This design comes from an exercise in tuning for small area and a short achievable clock period on the open sky130 flow, not from production work. No driver is modelled on the clock port, so clocking that relies on it looks cheaper here than on a real chip. No activity file was given, so power comes from the tool's default toggle rates.

## job 101
==> flow/design.v <==
module Lowpass(input clk, input rst, input en, input [15:0] in, output [15:0] out);
	reg [15:0] ff [31:0];
	reg [15:0] acc;
	reg [4:0]  cnt;
	reg        full;
	wire [15:0] ina = in & {16{en}};
	wire [15:0] old = ff[31] & {16{en & full}};
	wire [15:0] nold = ~old;
	wire [15:0] csa_s = acc ^ ina ^ nold;
	wire [15:0] csa_c = (acc & ina) | (acc & nold) | (ina & nold);
	wire [15:0] pa = csa_s;
	wire [15:0] pb = {csa_c[14:0], 1'b1};
	wire [15:0] g0 = pa & pb;
	wire [15:0] p0 = pa ^ pb;
	wire gg1 = g0[1] | (p0[1] & g0[0]);
	wire gg2 = g0[3] | (p0[3] & g0[2]);
	wire pp2 = p0[3] & p0[2];
	wire gg3 = g0[5] | (p0[5] & g0[4]);
	wire pp3 = p0[5] & p0[4];
	wire gg4 = g0[7] | (p0[7] & g0[6]);
	wire pp4 = p0[7] & p0[6];
	wire gg5 = g0[9] | (p0[9] & g0[8]);
	wire pp5 = p0[9] & p0[8];
	wire gg6 = g0[11] | (p0[11] & g0[10]);
	wire pp6 = p0[11] & p0[10];
	wire gg7 = g0[13] | (p0[13] & g0[12]);
	wire pp7 = p0[13] & p0[12];
	wire gg8 = g0[15] | (p0[15] & g0[14]);
	wire pp8 = p0[15] & p0[14];
	wire gg9 = gg2 | (pp2 & gg1);
	wire gg10 = gg4 | (pp4 & gg3);
	wire pp10 = pp4 & pp3;
	wire gg11 = gg6 | (pp6 & gg5);
	wire pp11 = pp6 & pp5;
	wire gg12 = gg8 | (pp8 & gg7);
	wire pp12 = pp8 & pp7;
	wire gg13 = gg10 | (pp10 & gg9);
	wire gg14 = gg12 | (pp12 & gg11);
	wire pp14 = pp12 & pp11;
	wire gg15 = gg14 | (pp14 & gg13);
	wire gg16 = gg11 | (pp11 & gg13);
	wire gg17 = gg3 | (pp3 & gg9);
	wire gg18 = gg5 | (pp5 & gg13);
	wire gg19 = gg7 | (pp7 & gg16);
	wire gg20 = g0[2] | (p0[2] & gg1);
	wire gg21 = g0[4] | (p0[4] & gg9);
	wire gg22 = g0[6] | (p0[6] & gg17);
	wire gg23 = g0[8] | (p0[8] & gg13);
	wire gg24 = g0[10] | (p0[10] & gg18);
	wire gg25 = g0[12] | (p0[12] & gg16);
	wire gg26 = g0[14] | (p0[14] & gg19);
	wire [15:0] cy = {gg26, gg19, gg25, gg16, gg24, gg18, gg23, gg13, gg22, gg17, gg21, gg9, gg20, gg1, g0[0], 1'b0};
	wire [15:0] rsum = p0 ^ cy;
	assign out = en ? {6'b0, acc[15:6]} : 16'b0;
	integer i;
	always @(posedge clk) begin
		if (en) begin
			ff[0] <= in;
			for (i = 1; i < 32; i = i + 1)
				ff[i] <= ff[i-1];
		end
	end
	always @(posedge clk or posedge rst) begin
		if (rst) begin
			acc  <= 16'b0;
			cnt  <= 5'b0;
			full <= 1'b0;
		end else begin
			acc <= rsum;
			if (en) begin
				cnt <= cnt + 5'd1;
				if (cnt == 5'd31)
					full <= 1'b1;
			end
		end
	end
endmodule
export LEC_CHECK = 0
export CAP_MARGIN = 20
export CORE_MARGIN = 2
export CORE_UTILIZATION = 60
export CTS_BUF_LIST = sky130_fd_sc_hd__clkbuf_16
export CTS_CLUSTER_DIAMETER = 100
export CTS_CLUSTER_SIZE = 30
export SETUP_SLACK_MARGIN = 5
export SLEW_MARGIN = 20
create_clock -name core_clock -period 10.0 [get_ports {clk}]
standard.sh (not shown) runs the stock make flow with config.mk's settings and CLKGATE_MAP_FILE= SYNTH_SCRIPT=/design/flow/synth_recipe.tcl, a recipe that flattens the netlist after the stock synthesis.
==> flow/flow/run.sh <==
#!/bin/bash
# The standard layout, with a larger setup margin for timing repair, stronger
# port buffers, and flow/fix_en.tcl run before CTS (see that file).
# make's output goes to flow_make.log; each step's log is under orfs/logs.
set -euo pipefail
bash standard.sh SETUP_SLACK_MARGIN=6 "BUFFER_PORTS_ARGS=-buffer_cell sky130_fd_sc_hd__buf_2" \
  "PRE_CTS_TCL=$PWD/flow/fix_en.tcl" FIX_EN_BUF=sky130_fd_sc_hd__buf_4 FIX_EN_INV=sky130_fd_sc_hd__inv_4 \
  finish > flow_make.log 2>&1
Other scripts of this flow, unchanged in this note and not shown: flow/flow/fix_en.tcl
Relative to job 101, the following input files were edited for job 102:
diff --git a/flow/design.v b/flow/design.v
--- a/flow/design.v
+++ b/flow/design.v
@@ -2,13 +2,12 @@
 	reg [15:0] ff [31:0];
 	reg [15:0] acc;
 	reg [4:0]  cnt;
 	reg        full;
-	wire [15:0] ina = in & {16{en}};
-	wire [15:0] old = ff[31] & {16{en & full}};
+	wire [15:0] old = full ? ff[31] : 16'b0;
 	wire [15:0] nold = ~old;
-	wire [15:0] csa_s = acc ^ ina ^ nold;
-	wire [15:0] csa_c = (acc & ina) | (acc & nold) | (ina & nold);
+	wire [15:0] csa_s = acc ^ in ^ nold;
+	wire [15:0] csa_c = (acc & in) | (acc & nold) | (in & nold);
 	wire [15:0] pa = csa_s;
 	wire [15:0] pb = {csa_c[14:0], 1'b1};
 	wire [15:0] g0 = pa & pb;
 	wire [15:0] p0 = pa ^ pb;
@@ -64,14 +63,12 @@
 		if (rst) begin
 			acc  <= 16'b0;
 			cnt  <= 5'b0;
 			full <= 1'b0;
-		end else begin
+		end else if (en) begin
 			acc <= rsum;
-			if (en) begin
-				cnt <= cnt + 5'd1;
-				if (cnt == 5'd31)
-					full <= 1'b1;
-			end
+			cnt <= cnt + 5'd1;
+			if (cnt == 5'd31)
+				full <= 1'b1;
 		end
 	end
 endmodule
==> run notes <==
- | combined global-route utilization of all metal layers | job 102 vs job 101 | 0.63 points lower |
- On vertical extent of the die: between job 101 and job 102, it ends up higher for job 102.
- There was hardly any difference in final number of setup-violating endpoints between job 101 and job 102.
- Cmp job 101 and job 102 / distinct cell type count of the synthesized netlist / higher: job 101
- On overall power consumption: between job 101 and job 102, it ends up higher for job 102.
- The endpoint of the most critical setup path comes out out[0] in one run and out[9] in the other, namely in job 101 and job 102 respectively.
- Max maximum frequency across job 101 and job 102: job 102
No functional check of the RTL was part of any run of this note.

[separate check: timing with driven ports]
How much do the figures lean on ideal ports? The routed layouts below were timed once more, with nothing changed but the port constraints.
Step 1, drivers: a clkbuf_16 drives clk and a buf_2 each remaining input, both assumed.
Step 2, shift: input delay + t, output delay - t, t = (earliest + latest rising clock arrival at the registers) / 2. This alone moves slack from input paths to output paths.
a / b / c = ideal / step 1 / step 2; a / b = the first two.
run | shift t [ns] | slack for setup (ns) | hold slack, ns | worst setup path at the end | worst data-port slew with drivers (ns)
job 101 | 0.574 | 5.284 / 5.200 / 4.696 | 0.416 / 0.416 / 0.416 | input to register | 0.09
job 102 | 0.585 | 5.458 / 5.398 / 5.173 | 0.412 / 0.412 / 0.412 | input to register | 0.08
After both steps every run listed still meets setup and hold. The setup slack of job 101, which loses most, moves by -0.084 ns with the drivers and by -0.588 ns with both steps.
